This design comes from an exercise in tuning for small area and a short achievable clock period on the open sky130 flow, not from production work.
Function was checked by simulation only, so behaviour that the tests miss may differ from the original.

== run 1 ==
==> flow/design.v (excerpt) <==
module KiwiNPU (
  input  wire         clk,
  input  wire         rst_n,
  input  wire [31:0]  in_vec,
  input  wire [511:0] weights_flat,
  input  wire [95:0]  biases_flat,
  output wire [31:0]  out_vec
);
Size in the first run: about 9700 cells after synthesis, ~84 flip-flops, roughly 670 I/O pins, about 100000 um^2 of cells after synthesis.
export LEC_CHECK = 0
export CAP_MARGIN = 20
export CORE_MARGIN = 2
export CORE_UTILIZATION = 40
export SLEW_MARGIN = 20
create_clock -name core_clock -period 12.0 [get_ports {clk}]
standard.sh (not shown) runs the stock make flow with config.mk's settings and CLKGATE_MAP_FILE= SYNTH_SCRIPT=/design/flow/synth_recipe.tcl, a recipe that flattens the netlist after the stock synthesis.
==> flow/flow/run.sh <==
#!/bin/bash
# The standard layout (standard.sh), with two synthesis changes:
#  - SYNTH_ARGS=-noabc: skip Yosys's generic ABC pass before full-adder
#    extraction, so the adder trees written in the RTL map onto full-adder
#    cells as written (ABC still maps everything else afterwards);
set -euo pipefail
bash standard.sh SYNTH_ARGS=-noabc SYNTH_HIERARCHICAL=1 finish > standard_flow.log 2>&1
Input-level comparison between run 2 and run 1:
Settings: setting SETUP_SLACK_MARGIN to 5.0 for the first time.
## What came out
The higher fraction of met2 tracks used by global routing of run 2 and run 1 is in run 2.
In the flow results for run 2 and run 1, the via count is larger on run 2.
Inverter count came out exactly the same in run 2 and run 1.
In summary, run 2 completed successfully, with a layout that passed the timing, DRC and antenna checks.
Against run 1, run 2 comes in 7.4 points higher on headroom to the max-slew limit.
Of run 2 and run 1, it is run 2 that has the higher non-clock buffer share of cell area.
Looking at count of nets after finishing, run 2 sits above run 1.

* * *

## v6
Another version of the RTL of KiwiNPU (not shown whole).
Size in the first run: ~9700 cells after synthesis, roughly 670 I/O pins.
## KiwiNPU
module KiwiNPU (
  input  wire         clk,
  input  wire         rst_n,
  input  wire [31:0]  in_vec,
  input  wire [511:0] weights_flat,
  input  wire [95:0]  biases_flat,
  output wire [31:0]  out_vec
);
  reg hq1_0_0;
  reg hq2_0_0;
  reg hqn_0_0;
  reg hq1_0_1;
  reg hq2_0_1;
  reg hqn_0_1;
  reg hq1_0_2;
  reg hq2_0_2;
  reg hqn_0_2;
  reg hq1_0_3;
  reg hq2_0_3;
  reg hq1_1_0;
  reg hq2_1_0;
  reg hqn_1_0;
  reg hq1_1_1;
  reg hq2_1_1;
  reg hqn_1_1;
  reg hq1_1_2;
  reg hq2_1_2;
  reg hqn_1_2;
  reg hq1_1_3;
  reg hq2_1_3;
  reg hq1_2_0;
  reg hq2_2_0;
  reg hqn_2_0;
  reg hq1_2_1;
  reg hq2_2_1;
  reg hqn_2_1;
  reg hq1_2_2;
  reg hq2_2_2;
  reg hqn_2_2;
  reg hq1_2_3;
  reg hq2_2_3;
  reg hq1_3_0;
  reg hq2_3_0;
  reg hqn_3_0;
  reg hq1_3_1;
  reg hq2_3_1;
  reg hqn_3_1;
  reg hq1_3_2;
  reg hq2_3_2;
  reg hqn_3_2;
  reg hq1_3_3;
  reg hq2_3_3;
  reg hq1_4_0;
  reg hq2_4_0;
  reg hqn_4_0;
  reg hq1_4_1;
  reg hq2_4_1;
  reg hqn_4_1;
  reg hq1_4_2;
  reg hq2_4_2;
  reg hqn_4_2;
  reg hq1_4_3;
  reg hq2_4_3;
  reg hq1_5_0;
  reg hq2_5_0;
  reg hqn_5_0;
  reg hq1_5_1;
  reg hq2_5_1;
  reg hqn_5_1;
  reg hq1_5_2;
  reg hq2_5_2;
  reg hqn_5_2;
  reg hq1_5_3;
  reg hq2_5_3;
  reg hq1_6_0;
  reg hq2_6_0;
  reg hqn_6_0;
  reg hq1_6_1;
  reg hq2_6_1;
  reg hqn_6_1;
  reg hq1_6_2;
  reg hq2_6_2;
  reg hqn_6_2;
  reg hq1_6_3;
  reg hq2_6_3;
  reg hq1_7_0;
  reg hq2_7_0;
  reg hqn_7_0;
  reg hq1_7_1;
  reg hq2_7_1;
  reg hqn_7_1;
  reg hq1_7_2;
  reg hq2_7_2;
  reg hqn_7_2;
  reg hq1_7_3;
  reg hq2_7_3;
  ...
==> flow/config.mk <==
export PLATFORM = sky130hd
export DESIGN_NAME = KiwiNPU
export DESIGN_NICKNAME = KiwiNPU
export VERILOG_FILES = /design/flow/design.v
export SDC_FILE = /design/flow/constraint.sdc
export NUM_CORES = 4
export LEC_CHECK = 0
export CAP_MARGIN = 20
export CORE_MARGIN = 2
export CORE_UTILIZATION = 40
export SLEW_MARGIN = 20
==> flow/constraint.sdc <==
create_clock -name core_clock -period 12.0 [get_ports {clk}]
set_input_delay 2.4000 -clock core_clock [delete_from_list [all_inputs] [get_ports {clk}]]
set_output_delay 2.4000 -clock core_clock [all_outputs]
set_load 0.01 [all_outputs]
==> flow/flow/run.sh <==
#!/bin/bash
# The standard layout, with Yosys's generic ABC pass skipped before full-adder
# extraction (SYNTH_ARGS=-noabc), so the hand-built adder trees in the RTL map
# onto full-adder cells as written. ABC still maps the rest afterwards.
set -euo pipefail
bash standard.sh SYNTH_ARGS=-noabc finish > standard_flow.log 2>&1
For v7, these inputs were changed with respect to v6:
# v6
export LEC_CHECK = 0
export CAP_MARGIN = 20
export CORE_MARGIN = 2
export CORE_UTILIZATION = 40
export SLEW_MARGIN = 20
create_clock -name core_clock -period 12.0 [get_ports {clk}]
# v7
export LEC_CHECK = 0
export CAP_MARGIN = 20
export CORE_MARGIN = 2
export CORE_UTILIZATION = 40
export SETUP_SLACK_MARGIN = 3.0
export SLEW_MARGIN = 20
create_clock -name core_clock -period 12.0 [get_ports {clk}]
v7 against v6: number of synthesized register bits did not really move, total number of nets in the final design level.
v6 → v7: sequential share of layout area neither gained nor lost much, highest clock frequency the design can meet now sits higher, required arrival time at the worst endpoint saw little to no change, period utilization decreased by 6.0 points relative to the old numbers, count of buffering cells on the critical path with inverters included rose by 1.

* * *

Another version of the RTL of KiwiNPU (not shown whole).
Size: about 9,700 cells after synthesis, about 84 flip-flops, about 670 I/O pins, roughly 0.10 mm² of cells after synthesis.
## KiwiNPU
module KiwiNPU (
  input  wire         clk,
  input  wire         rst_n,
  input  wire [31:0]  in_vec,
  input  wire [511:0] weights_flat,
  input  wire [95:0]  biases_flat,
  output wire [31:0]  out_vec
);
clock: 12.0 ns
lec_check: 0
cap_margin: 20
core_margin: 2
core_utilization: 40
setup_slack_margin: 3.0
slew_margin: 20
==> flow/flow/run.sh <==
#!/bin/bash
# The standard layout (standard.sh), with two synthesis changes:
#  - SYNTH_ARGS=-noabc: skip Yosys's generic ABC pass before full-adder
#    extraction, so the adder trees written in the RTL map onto full-adder
#    cells as written (ABC still maps everything else afterwards);
set -euo pipefail
bash standard.sh SYNTH_ARGS=-noabc SYNTH_HIERARCHICAL=1 finish > standard_flow.log 2>&1
The baseline produced a clean layout.
Then changed:
Settings changed: SETUP_SLACK_MARGIN 3.0 to 5.0.
First-iteration DRC count rose by about 7.5%; cell area rose by 11%; final cell count rose by 4.2%; fmax rose by about 15%; core utilization rose by 5.0 points; via count rose by 5.9%; worst setup slack is better by 1200 ps; flip-flop and latch count does not change; clock skew stays flat.

* * *

the baseline:
Another version of the RTL of KiwiNPU (not shown whole).
For scale: about 9600 cells after synthesis, about 84 flip-flops, roughly 100000 µm² of cells after synthesis.
Design KiwiNPU, start of the top module:
module KiwiNPU (
  input  wire         clk,
  input  wire         rst_n,
  input  wire [31:0]  in_vec,
  input  wire [511:0] weights_flat,
  input  wire [95:0]  biases_flat,
  output wire [31:0]  out_vec
);
  reg [6:0] hq_0;
  reg [6:0] hq_1;
  reg [6:0] hq_2;
  reg [6:0] hq_3;
  reg [6:0] hq_4;
  reg [6:0] hq_5;
  reg [6:0] hq_6;
  reg [6:0] hq_7;
  reg [6:0] yq_0;
  reg [6:0] yq_1;
  reg [6:0] yq_2;
  reg [6:0] yq_3;
  wire p0;
  wire p1;
  wire p2;
  wire p3;
  wire p4;
  wire p5;
  wire p6;
  wire p7;
  wire p8;
  wire p9;
  wire p10;
  wire p11;
  wire p12;
  wire p13;
  wire p14;
  wire p15;
  wire p16;
  wire p17;
  wire p18;
  wire p19;
  wire p20;
  wire p21;
  wire p22;
  wire p23;
  wire p24;
  wire p25;
  wire p26;
  wire p27;
  wire p28;
  wire p29;
  wire p30;
  wire p31;
  wire p32;
  wire p33;
  wire p34;
  wire p35;
  wire p36;
  wire p37;
  wire p38;
  wire p39;
  wire p40;
  wire p41;
  wire p42;
  wire p43;
  wire p44;
  wire p45;
  wire p46;
  wire p47;
  wire p48;
  wire p49;
  wire p50;
  wire p51;
  wire p52;
  wire p53;
  wire p54;
  wire p55;
  wire p56;
  wire p57;
  wire p58;
  wire p59;
  wire p60;
  wire p61;
  wire p62;
  wire p63;
  wire p64;
  wire p65;
  wire p66;
  wire p67;
  wire p68;
  wire p69;
  wire p70;
  wire p71;
  wire p72;
  wire p73;
  wire p74;
  wire p75;
  wire p76;
  wire p77;
  wire p78;
  wire p79;
  wire p80;
  wire p81;
  wire p82;
  wire p83;
  wire p84;
  wire p85;
  wire p86;
  wire p87;
  wire p88;
  wire p89;
  wire p90;
  wire p91;
  wire p92;
  wire p93;
  wire p94;
  wire p95;
  wire p96;
  wire p97;
  wire p98;
  ...
export LEC_CHECK = 0
export CAP_MARGIN = 20
export CORE_MARGIN = 2
export CORE_UTILIZATION = 60
export PLACE_DENSITY = 0.72
export SETUP_SLACK_MARGIN = 5.0
export SLEW_MARGIN = 20
create_clock -name core_clock -period 12.0 [get_ports {clk}]
Scripts as last shown in full above: flow/flow/run.sh
Input changes introduced in the candidate (baseline for comparison: the baseline):
Settings: changing CORE_UTILIZATION from 60 to 40; removing PLACE_DENSITY (formerly 0.72).
Findings:
Routed wire in the candidate totals more than in the baseline.
[the candidate] time the worst path needs with I/O delays and setup fell 0.14 ns relative to the baseline
In the candidate the first-pass iteration count of the detailed router turned out 2 lower than in the baseline.
The candidate ends up with a fraction of area in non-clock buffers that is 0.94 points lower than in the baseline.
The cell count reported for the candidate is greater than that of the baseline by 999.
Side by side, insertion delay to the later sink of the worst-skew pair turned out lower in the candidate than in the baseline.

* * *

## job 101
KiwiNPU, a different RTL version from the one above (not shown whole).
For scale: roughly 540 flip-flops, roughly 670 I/O pins, roughly 110000 um2 of cells after synthesis.
// KiwiNPU
module KiwiNPU (
  input  wire         clk,
  input  wire         rst_n,
  input  wire [31:0]  in_vec,
  input  wire [511:0] weights_flat,
  input  wire [95:0]  biases_flat,
  output wire [31:0]  out_vec
);
  reg [17:0] r1_0a;
  reg [16:0] r1_0b;
  reg [17:0] r1_1a;
  reg [16:0] r1_1b;
  reg [17:0] r1_2a;
  reg [16:0] r1_2b;
  reg [17:0] r1_3a;
  reg [16:0] r1_3b;
  reg [17:0] r1_4a;
  reg [16:0] r1_4b;
  reg [17:0] r1_5a;
  reg [16:0] r1_5b;
  reg [17:0] r1_6a;
  reg [16:0] r1_6b;
  reg [17:0] r1_7a;
  reg [16:0] r1_7b;
  reg [16:0] r2_0a;
  reg [16:0] r2_0b;
  reg [16:0] r2_0c;
  reg [15:0] r2_0d;
  reg [16:0] r2_1a;
  reg [16:0] r2_1b;
  reg [16:0] r2_1c;
  reg [15:0] r2_1d;
  reg [16:0] r2_2a;
  reg [16:0] r2_2b;
  reg [16:0] r2_2c;
  reg [15:0] r2_2d;
  reg [16:0] r2_3a;
  reg [16:0] r2_3b;
  reg [16:0] r2_3c;
  reg [15:0] r2_3d;
  wire p0;
  wire p1;
  wire p2;
  wire p3;
  wire p4;
  wire p5;
  wire p6;
  wire p7;
  wire p8;
  wire p9;
  wire p10;
  wire p11;
  wire p12;
  wire p13;
  wire p14;
  wire p15;
  wire p16;
  wire p17;
  wire p18;
  wire p19;
  wire p20;
  wire p21;
  wire p22;
  wire p23;
  wire p24;
  wire p25;
  wire p26;
  wire p27;
  wire p28;
  wire p29;
  wire p30;
  wire p31;
  wire p32;
  wire p33;
  wire p34;
  wire p35;
  wire p36;
  wire p37;
  wire p38;
  ...
Settings: LEC_CHECK=0, CAP_MARGIN=20, CORE_MARGIN=2, CORE_UTILIZATION=40, SETUP_SLACK_MARGIN=5.0, SLEW_MARGIN=20; clock period 12.0 ns.
Scripts as last shown in full above: flow/flow/run.sh
Looking at the reports, job 101 completed the entire flow and the layout it produced met the timing, DRC and antenna checks.
The following lists how job 102 was set up differently from job 101:
Settings: clearing SETUP_SLACK_MARGIN, which used to be 5.0.
diff --git a/flow/flow/run.sh b/flow/flow/run.sh
--- a/flow/flow/run.sh
+++ b/flow/flow/run.sh
@@ -2 +2 @@
-# The standard layout (standard.sh), with two synthesis changes:
+# The standard layout (standard.sh), with these changes:
@@ -7 +7 @@
-bash standard.sh SYNTH_ARGS=-noabc SYNTH_HIERARCHICAL=1 finish > standard_flow.log 2>&1
+bash standard.sh SYNTH_ARGS=-noabc SYNTH_HIERARCHICAL=1 SETUP_SLACK_MARGIN=6.5 finish > standard_flow.log 2>&1
Notes after the runs:
- Job 102 went all the way through the flow, and no timing, DRC or antenna check failed.
- Job 102 — met3 demand-to-capacity share in global routing 7.6 points higher, job 101 as reference
- A destination of the critical timing path of r1_4b[10] is what job 101 shows, while out_vec[11] belongs to job 102.
- Relative to job 101, number of vias in the routed layout has gone up in job 102.
- Job 101 -> job 102: initial core utilization delta 0, exact match
- [compare] base=job 101 new=job 102: worst endpoint data arrival time now sits lower.

## port drivers added, routing unchanged
Ports are ideal in the flow. The routed layouts listed here were re-timed in OpenROAD.
Step 1: set_driving_cell puts a clkbuf_16 on clk and a buf_2 on each other input, an assumption about the parent block.
Step 2 also shifts input and output timing later by t, the mid clock arrival at the registers, as if the neighbouring blocks saw the same clock.
Slacks: ideal / step 1 / step 2; pairs: ideal / step 1.
run	t, ns	slack for setup (ns)	worst slew at a driven data input, ns
run 1	0.567	2.454 / 2.485 / 1.918	0.25
run 2	0.585	4.089 / 4.042 / 3.457	0.36
v6	0.593	2.294 / 2.343 / 1.750	0.25
v7	0.593	3.010 / 3.057 / 2.463	0.26
the first run of note 3	0.570	3.076 / 3.117 / 2.547	0.28
the second run of note 3	0.596	4.246 / 4.076 / 3.480	0.45
the baseline	0.561	4.176 / 4.053 / 3.491	0.40
the candidate	0.562	4.315 / 4.155 / 3.593	0.41
job 101	0.837	5.011 / 4.934 / 4.252	0.27
job 102	0.838	5.207 / 5.098 / 4.985	0.40
After both steps every run listed still meets setup and hold. For the second run of note 3, which loses most, drivers alone change the setup slack by -0.170 ns; drivers and shift together by -0.766 ns.
